This design comes from an exercise in tuning for small area on the open sky130 flow, not from production work. Function was checked by simulation only, so behaviour that the tests miss may differ from the original. The clock port is modelled as an ideal driver; clocking choices that lean on that would not hold on a real chip. Power and IR drop assume default switching activity.

==> flow/design.v <==
`timescale 1ns / 1ps
module UpCounter(
    input i_clk,
    input i_reset,
    output [3:0] o_FND_Digit,
    output [7:0] o_FND_Font
    );
    reg [2:0] m;
    reg       g;
    reg [3:0] c1;
    reg [3:0] d0, d1, d2, d3;
    reg       f;
    function [3:0] bcd_next(input [3:0] b, input e);
        bcd_next = {b[3] ^ (e & b[0] & (b[3] | (b[1] & b[2]))),
                    b[2] ^ (e & b[0] & b[1]),
                    b[1] ^ (e & b[0] & ~b[3]),
                    b[0] ^ e};
    endfunction
    wire cy0 = g & m[2];
    wire cy1 = cy0 & c1[0] & c1[3];
    wire e1  = cy1 & d0[0] & d0[3];
    wire e2  = e1 & d1[0] & d1[3];
    wire e3  = e2 & d2[0] & d2[3];
    wire clr = cy1 & f & d3[2] & d3[1] & d2[1] & d2[0] & d1[3] & d0[1] & d0[0];
    wire [3:0] n0 = bcd_next(d0, cy1);
    wire [3:0] n1 = bcd_next(d1, e1);
    wire [3:0] n2 = bcd_next(d2, e2);
    wire [3:0] n3 = bcd_next(d3, e3);
    always @(posedge i_clk or posedge i_reset) begin
        if (i_reset) begin
            m  <= 3'd0;
            g  <= 1'b0;
            c1 <= 4'd5;
            d0 <= 4'd0;
            d1 <= 4'd0;
            d2 <= 4'd0;
            d3 <= 4'd0;
            f  <= 1'b0;
        end else begin
            m  <= {m[1] & m[0], m[1] ^ m[0], ~(m[0] | m[2])};
            g  <= g ^ m[2];
            c1 <= bcd_next(c1, cy0);
            d0 <= {n0[3], n0[2] & ~clr, n0[1:0]};
            d1 <= {n1[3] & ~clr, n1[2:0]};
            d2 <= {n2[3:2], n2[1:0] & ~{2{clr}}};
            d3 <= {n3[3], n3[2:1] & ~{2{clr}}, n3[0]};
            f  <= ~clr & (f | (e3 & d3[0] & d3[3]));
        end
    end
    wire [1:0] p = {~(c1[1] ^ d0[0] ^ (c1[0] | g)), ~(c1[0] ^ g)};
    assign o_FND_Digit = ~(4'b0001 << p);
    reg [3:0] dig;
    always @(*) begin
        case (p)
            2'd0: dig = d0;
            2'd1: dig = d1;
            2'd2: dig = d2;
            default: dig = d3;
        endcase
    end
    reg [7:0] font;
    always @(*) begin
        case (dig)
            4'd0: font = 8'hc0;
            4'd1: font = 8'hf9;
            4'd2: font = 8'ha4;
            4'd3: font = 8'hb0;
            4'd4: font = 8'h99;
            4'd5: font = 8'h92;
            4'd6: font = 8'h82;
            4'd7: font = 8'hf8;
            4'd8: font = 8'h80;
            4'd9: font = 8'h98;
            default: font = 8'hxx;
        endcase
    end
    assign o_FND_Font = font;
endmodule
export LEC_CHECK = 0
export CAP_MARGIN = 20
export CORE_MARGIN = 2
export CORE_UTILIZATION = 60
export SLEW_MARGIN = 20
create_clock -name core_clock -period 120.0 [get_ports {i_clk}]
standard.sh (not shown) runs the stock make flow with config.mk's settings and CLKGATE_MAP_FILE= SYNTH_SCRIPT=/design/flow/synth_recipe.tcl, a recipe that flattens the netlist after the stock synthesis.
==> flow/flow/run.sh <==
#!/bin/bash
set -euo pipefail
W=$PWD
F=$W/flow

# synthesis script: synth_recipe.tcl with the abc command redirected to $MY_ABC_SCRIPT
{
  head -n 1 synth_recipe.tcl
  cat <<'TCL'
proc abc {args} {
  set i [lsearch $args -script]
  if {$i >= 0} {
    set args [lreplace $args [expr {$i + 1}] [expr {$i + 1}] $::env(MY_ABC_SCRIPT)]
  }
  yosys abc {*}$args
}
TCL
  tail -n +2 synth_recipe.tcl
} > my_synth.tcl

sed -e "s#SYNTH_SCRIPT=[^ ]*synth_recipe.tcl#SYNTH_SCRIPT=$W/my_synth.tcl ADDER_MAP_FILE=#" standard.sh > my_standard.sh
grep -q "SYNTH_SCRIPT=$W/my_synth.tcl" my_standard.sh

# try each ABC script, synthesis only
best=""; best_area=""
for s in "$F"/abc*.script; do
  n=$(basename "$s" .script)
  sed -e "s#WORK_HOME=[^ ]*#WORK_HOME=$W/trial_$n#" my_standard.sh > "trial_$n.sh"
  ( MY_ABC_SCRIPT=$s bash "trial_$n.sh" synth > "trial_$n.log" 2>&1 || true ) &
done
wait
for s in "$F"/abc*.script; do
  n=$(basename "$s" .script)
  a=$(awk '/Chip area/{print $NF}' "$W"/trial_$n/reports/*/UpCounter/base/synth_stat.txt 2>/dev/null | tail -n 1)
  echo "$n: ${a:-failed}" | tee -a abc_trials.log
  if [[ -n "$a" ]] && { [[ -z "$best" ]] || awk -v a="$a" -v b="$best_area" 'BEGIN{exit !(a < b)}'; }; then
    best=$s; best_area=$a
  fi
done
[[ -n "$best" ]]
echo "chosen: $best ($best_area)" | tee -a abc_trials.log

export MY_ABC_SCRIPT=$best
export BUFFER_PORTS_ARGS="-buffer_cell sky130_fd_sc_hd__buf_1"
export CTS_ARGS="-sink_clustering_enable -repair_clock_nets -dont_use_dummy_load -buf_list sky130_fd_sc_hd__clkbuf_8"
#export POST_CTS_TCL=$F/post_cts.tcl
bash my_standard.sh > flow_make.log 2>&1
test -f out/final.def
==> flow/flow/abc1.script <==
strash
dch
amap
==> flow/flow/abc2.script <==
strash
&get -n
&dch -f
&nf -R 1000 -a
&put
==> flow/flow/abc3.script <==
strash
balance
rewrite
refactor
balance
rewrite
rewrite -z
balance
refactor -z
rewrite -z
balance
balance
rewrite
refactor
balance
rewrite
rewrite -z
balance
refactor -z
rewrite -z
balance
dch -f
amap
==> flow/flow/abc4.script <==
strash
balance
rewrite
refactor
balance
rewrite
rewrite -z
balance
refactor -z
rewrite -z
balance
&get -n
&dch -f
&nf -R 1000 -a
&put
==> flow/flow/post_cts.tcl <==
set block [ord::get_db_block]
set rootnet [[$block findNet i_clk] getITerms]
set roots {}
foreach it $rootnet {
  if {[$it isInputSignal]} { lappend roots [$it getInst] }
}
if {[llength $roots] != 1} { error "clock port drives [llength $roots] cells" }
set rootinst [lindex $roots 0]
set clknet [[$rootinst findITerm X] getNet]
foreach it [$clknet getITerms] {
  set inst [$it getInst]
  if {$inst == $rootinst || ![$it isInputSignal]} continue
  if {![string match "*clkbuf*" [[$inst getMaster] getName]]} continue
  set lnet [[$inst findITerm X] getNet]
  foreach lt [$lnet getITerms] {
    if {[$lt getInst] == $inst} continue
    $lt disconnect
    $lt connect $clknet
  }
  $it disconnect
  [$inst findITerm X] disconnect
  puts "post_cts: removed [$inst getName]"
  odb::dbInst_destroy $inst
  odb::dbNet_destroy $lnet
}
set xs 0; set ys 0; set n 0
foreach it [$clknet getITerms] {
  set inst [$it getInst]
  if {$inst == $rootinst} continue
  set loc [$inst getLocation]
  set xs [expr {$xs + [lindex $loc 0]}]; set ys [expr {$ys + [lindex $loc 1]}]; incr n
}
$rootinst setLocation [expr {$xs / $n}] [expr {$ys / $n}]
set limit [expr {[info exists ::env(POST_CTS_SLEW_PS)] ? $::env(POST_CTS_SLEW_PS) : 100}]
foreach cell {sky130_fd_sc_hd__clkbuf_4 sky130_fd_sc_hd__clkbuf_8 sky130_fd_sc_hd__clkbuf_16} {
  $rootinst swapMaster [[ord::get_db] findMaster $cell]
  detailed_placement
  estimate_parasitics -placement
  set worst 0
  foreach it [$clknet getITerms] {
    if {[$it getInst] == $rootinst} continue
    set pin [get_pins [[$it getInst] getName]/[[$it getMTerm] getName]]
    foreach a {slew_max_rise slew_max_fall} {
      set s [expr {1000.0 * [get_property $pin $a]}]
      if {$s > $worst} { set worst $s }
    }
  }
  puts "post_cts: [$rootinst getName] as $cell drives $n sinks, worst clock-pin slew $worst"
  if {$worst <= $limit} break
}
check_placement -verbose
Then changed:
--- a/flow/flow/run.sh
+++ b/flow/flow/run.sh
@@ -21 +21 @@
-sed -e "s#SYNTH_SCRIPT=[^ ]*synth_recipe.tcl#SYNTH_SCRIPT=$W/my_synth.tcl ADDER_MAP_FILE=#" standard.sh > my_standard.sh
+sed -e "s#SYNTH_SCRIPT=[^ ]*synth_recipe.tcl#SYNTH_SCRIPT=$W/my_synth.tcl#" standard.sh > my_standard.sh
@@ -45,2 +44,0 @@
-export CTS_ARGS="-sink_clustering_enable -repair_clock_nets -dont_use_dummy_load -buf_list sky130_fd_sc_hd__clkbuf_8"
-#export POST_CTS_TCL=$F/post_cts.tcl
Settings changed: CORE_UTILIZATION 60 to 40, CTS_BUF_LIST from default to sky130_fd_sc_hd__clkbuf_8, CTS_CLUSTER_DIAMETER from default to 100, CTS_CLUSTER_SIZE from default to 30.
removed: flow/flow/post_cts.tcl
Register-to-register slack loses 440 ps.
Power grows by a few percent.
Setup slack loses 680 ps.
Fmax shrinks by a few percent.
Synthesized cell count does not change.
Sequential share of layout area shrinks by 4.2 points.
Then changed:
==> flow/run.sh (new file) <==
#!/bin/bash
# synth_recipe.tcl (not shown) runs the flow's synth.tcl, then flattens the netlist and writes it again
# the make line also repeats each setting of config.mk as NAME=value (left out here)
make -C /OpenROAD-flow-scripts/flow DESIGN_CONFIG=/design/flow/config.mk WORK_HOME=/design/flow/orfs CLKGATE_MAP_FILE= SYNTH_SCRIPT=/design/flow/synth_recipe.tcl finish
Settings changed: CORE_UTILIZATION 40 to 70, CTS_BUF_LIST sky130_fd_sc_hd__clkbuf_8 to sky130_fd_sc_hd__clkbuf_16.
removed: flow/flow/run.sh
removed: flow/flow/abc1.script
removed: flow/flow/abc2.script
removed: flow/flow/abc3.script
removed: flow/flow/abc4.script
removed: flow/standard.sh
Outcome: Total power increases by 17%; first-iteration DRC count decreases by 59%; via count increases by 22%; clock-buffer cell count does not change; synthesized cell count increases by 15%; design area increases by 23%; register-to-register slack gets better by 40 ps; sequential power barely changes; core utilization increases by 41 points; clock power increases by 43%; clock skew hardly moves.
Then changed:
Settings changed: CORE_UTILIZATION 70 to 40, CTS_BUF_LIST sky130_fd_sc_hd__clkbuf_16 to sky130_fd_sc_hd__clkbuf_8.
What happened: Sequential power hardly moves. Power went down by 16%. Non-clock buffer count drops by 1. Register-to-register slack gets better by 50 ps. Final area shrinks by 2.0%. Synthesized area stays the same. Utilization decreases by 41 points. Die area went up by 68%. Synthesized cell count stays the same.

==> separate check: timing with driven ports <==
The flow's constraints put no driver on any port. The routed layouts listed below were extracted and timed again, unchanged, in two steps.
Step 1: set_driving_cell puts a clkbuf_16 on i_clk and a buf_2 on each other input, an assumption about the parent block.
Step 2 also shifts input and output timing later by t, the mid clock arrival at the registers, as if the neighbouring blocks saw the same clock.
a / b / c = ideal ports / drivers / drivers and shift; a / b = the first two.
run	t (ns)	setup slack, ns	clock arrival spread, ns	worst register clock-pin slew, ns	cell pins on the clock port's net
the first run	0.284	93.301 / 93.280 / 93.564	0.008 / 0.007	0.08 / 0.08	1
the second run	0.287	92.617 / 92.594 / 92.881	0.005 / 0.006	0.09 / 0.09	1
the third run	0.280	92.457 / 92.430 / 92.710	0.004 / 0.004	0.06 / 0.06	1
the fourth run	0.286	92.509 / 92.488 / 92.774	0.006 / 0.005	0.08 / 0.08	1
After both steps setup and hold are still met in every run listed.
